What follows belongs to an exercise in optimizing a design on an open flow for small area; a production flow would make more cautious choices. The RTL was checked by simulation tests, not by an equivalence proof against the original design.

## rev 12
==> flow/design.v (excerpt) <==
module CPU(
	input clock,
	input [15:0] d_datain,
	input enable,
	input [15:0] i_datain,
	input reset,
	input start,
	output [7:0] d_addr,
	output [15:0] d_dataout,
	output d_we,
	output [7:0] i_addr
	);
	localparam [4:0] NOP = 5'b00000, HALT = 5'b00001, LOAD = 5'b00010, STORE = 5'b00011,
		LDIH = 5'b10000, ADD = 5'b01000, ADDI = 5'b01001, ADDC = 5'b10001, SUB = 5'b10010,
		SUBI = 5'b10011, SUBC = 5'b10100, CMP = 5'b01100, AND = 5'b01101, OR = 5'b01110,
		NOT = 5'b10111, XOR = 5'b01111, SLL = 5'b00100, SRL = 5'b00110, SLA = 5'b00101,
		SRA = 5'b00111, SLR = 5'b01010, SRR = 5'b01011, JUMP = 5'b11000, JMPR = 5'b11001,
		BZ = 5'b11010, BNZ = 5'b11011, BN = 5'b11100, BNN = 5'b11101, BC = 5'b11110,
		BNC = 5'b11111, INC = 5'b10101, DEC = 5'b10110;
	reg run;
	reg [7:0] pc;
	reg [7:0] id_hi, id_lo;
	reg [7:0] ex_hi, ex_lo;
	wire [15:0] id_ir = {id_hi, id_lo};
	wire [15:0] ex_ir = {ex_hi, ex_lo};
	reg [4:0] mem_op;
	reg [2:0] mem_r1;
	reg [15:0] reg_C;
	reg cf;
	reg [15:0] smdr1;
	reg wb_wr, wb_halt;
	reg [2:0] wb_r1;
	reg [15:0] reg_C1;
	reg p_wr;
	reg [2:0] p_r1;
	reg [15:0] reg_C2;
	reg [15:0] gr [0:7];
	wire mem_load  = (mem_op == LOAD);
	wire mem_store = (mem_op == STORE);
	wire zf = (reg_C == 16'd0);
	wire nf = reg_C[15];
  ...
==> flow/config.mk <==
export PLATFORM = sky130hd
export DESIGN_NAME = CPU
export DESIGN_NICKNAME = CPU
export VERILOG_FILES = /design/flow/design.v
export SDC_FILE = /design/flow/constraint.sdc
export NUM_CORES = 4
export LEC_CHECK = 0
export CAP_MARGIN = 20
export CORE_MARGIN = 2
export CORE_UTILIZATION = 40
export SLEW_MARGIN = 20
==> flow/constraint.sdc <==
create_clock -name core_clock -period 10.0 [get_ports {clock}]
set_input_delay 2.0000 -clock core_clock [delete_from_list [all_inputs] [get_ports {clock}]]
set_output_delay 2.0000 -clock core_clock [all_outputs]
set_load 0.01 [all_outputs]
standard.sh (not shown) runs the stock make flow with config.mk's settings and CLKGATE_MAP_FILE= SYNTH_SCRIPT=/design/flow/synth_recipe.tcl, a recipe that flattens the netlist after the stock synthesis.
==> flow/flow/run.sh <==
#!/bin/bash
# Own layout flow: the standard flow with three changes.
#  1. Synthesis is synth_recipe.tcl unchanged except that Yosys's abc pass runs
#     flow/abc_area.script (an area-oriented mapping). abc maps only the
#     combinational logic, after the flip-flops are mapped and named, so the
#     registers are those of the standard synthesis.
#  2. Port buffers are sky130_fd_sc_hd__buf_1 instead of the default buffer.
#  3. Clock tree: clkbuf_8 buffers, sinks clustered by 20, no dummy loads.
# Each tool's output goes to a log file in the work folder.
set -euo pipefail
W=$PWD
F=$W/flow

{
	head -n 1 "$W/synth_recipe.tcl"
	cat <<EOF
proc abc {args} {
	set i [lsearch \$args -script]
	if { \$i >= 0 } { set args [lreplace \$args \$i [expr {\$i + 1}] -script $F/abc_area.script] }
	yosys abc {*}\$args
}
EOF
	tail -n +2 "$W/synth_recipe.tcl"
} > "$W/own_synth.tcl"

make -C "$FLOW_HOME" DESIGN_CONFIG="$W/config.mk" WORK_HOME="$W/orfs" CLKGATE_MAP_FILE= \
	SYNTH_SCRIPT="$W/own_synth.tcl" synth > "$W/own_synth.log" 2>&1

bash "$W/standard.sh" \
	"BUFFER_PORTS_ARGS=-buffer_cell sky130_fd_sc_hd__buf_1" \
	"CTS_ARGS=-sink_clustering_enable -repair_clock_nets -buf_list sky130_fd_sc_hd__clkbuf_8 -sink_clustering_size 20 -sink_clustering_max_diameter 50 -dont_use_dummy_load" \
	finish > "$W/own_layout.log" 2>&1
==> flow/flow/abc_area.script <==
&get -n
&st
&dch -f
&nf -a -R 1000
&put
mfs2
strash
&get -n
&st
&dch -f
&nf -a -R 1000
&put
topo
stime -c
## Diff of input files: rev 13 against rev 12
--- a/flow/design.v
+++ b/flow/design.v
@@ -109,26 +109,31 @@
 			ADDI, SUBI, JUMP, JMPR, BZ, BNZ, BN, BNN, BC, BNC: in2 = {8'd0, imm8};
 			LDIH: in2 = {imm8, 8'd0};
 			default: in2 = 16'd0;
 		endcase
 	end
 	wire op_sub = (op == SUB) || (op == SUBI) || (op == SUBC) || (op == CMP) || (op == DEC);
 	wire op_addc = (op == ADDC) || (op == BC) || (op == BNC);
 	wire [15:0] bx = op_sub ? ~in2 : in2;
 	wire cin = (op_sub && (op != DEC)) || (op == INC) || (op_addc && cf);
 	wire [15:0] pp = in1 ^ bx;
 	wire [15:0] gg = in1 & bx;
-	wire [8:0] sum_lo = {1'b0, in1[7:0]} + {1'b0, bx[7:0]} + {8'd0, cin};
-	wire [8:0] sum_h0 = {1'b0, in1[15:8]} + {1'b0, bx[15:8]};
-	wire [8:0] sum_h1 = {1'b0, in1[15:8]} + {1'b0, bx[15:8]} + 9'd1;
-	wire [16:0] sum = {sum_lo[8] ? sum_h1 : sum_h0, sum_lo[7:0]};
+	wire [16:0] cc;
+	assign cc[0] = cin;
+	genvar ci;
+	generate
+		for (ci = 0; ci < 16; ci = ci + 1) begin : g_rc
+			assign cc[ci + 1] = gg[ci] | (pp[ci] & cc[ci]);
+		end
+	endgenerate
+	wire [16:0] sum = {cc[16], pp ^ cc[15:0]};
 	wire cf_next = op_addc ? sum[16] : ((op == SUBC) || (op == CMP)) ? !sum[16] : 1'b0;
 	wire [3:0] k = f4;
 	wire left = (op == SLL) || (op == SLA) || (op == SLR);
 	wire [3:0] amt = left ? (4'd0 - k) : k;
 	wire [31:0] rr = {in1, in1} >> amt;
 	wire [15:0] rot = rr[15:0];
 	reg [15:0] ge;
 	integer i;
 	always @(*)
 		for (i = 0; i < 16; i = i + 1)
 			ge[i] = (i >= k);
Results
Rev 13 ends up with a parity-gate share of the synthesized area counting xor and xnor cells that is 1.3 points lower than in rev 12. Rev 13 vs rev 12 — met1 layer wirelength in the final routing dropped by a few percent. Relative to rev 12, area after synthesis has decreased by 360 sq um in rev 13. The standard cells in rev 13 occupy more silicon area than those in rev 12 do. As of rev 13, number of vias per cell had fallen slightly compared to rev 12. Comparing rev 12 and rev 13, fraction of standard cell area in multi-input logic is lower on rev 13.

static timing again, ports no longer ideal:
Ports are ideal in the flow. The routed layouts listed here were re-timed in OpenROAD. Step 1, drivers: a clkbuf_16 drives clock and a buf_2 each remaining input, both assumed. Step 2 adds t to the input delays and takes it off the output delays; t is the mean of the earliest and latest rising clock arrival at the registers after step 1. Input paths then give back, and output paths get back, about the clock's delay inside the block. Slacks: ideal ports / drivers / drivers and shift; pairs: ideal ports / drivers.
run | shift t [ns] | slack for setup (ns) | hold slack, ns | worst setup path after step 2 | worst slew at a driven data input, ns
rev 12 | 0.647 | 1.790 / 1.790 / 1.790 | 0.397 / 0.397 / 0.397 | register to register | 0.07
rev 13 | 0.621 | 0.240 / 0.240 / 0.240 | 0.418 / 0.418 / 0.418 | register to register | 0.04
After both steps every run listed still meets setup and hold.
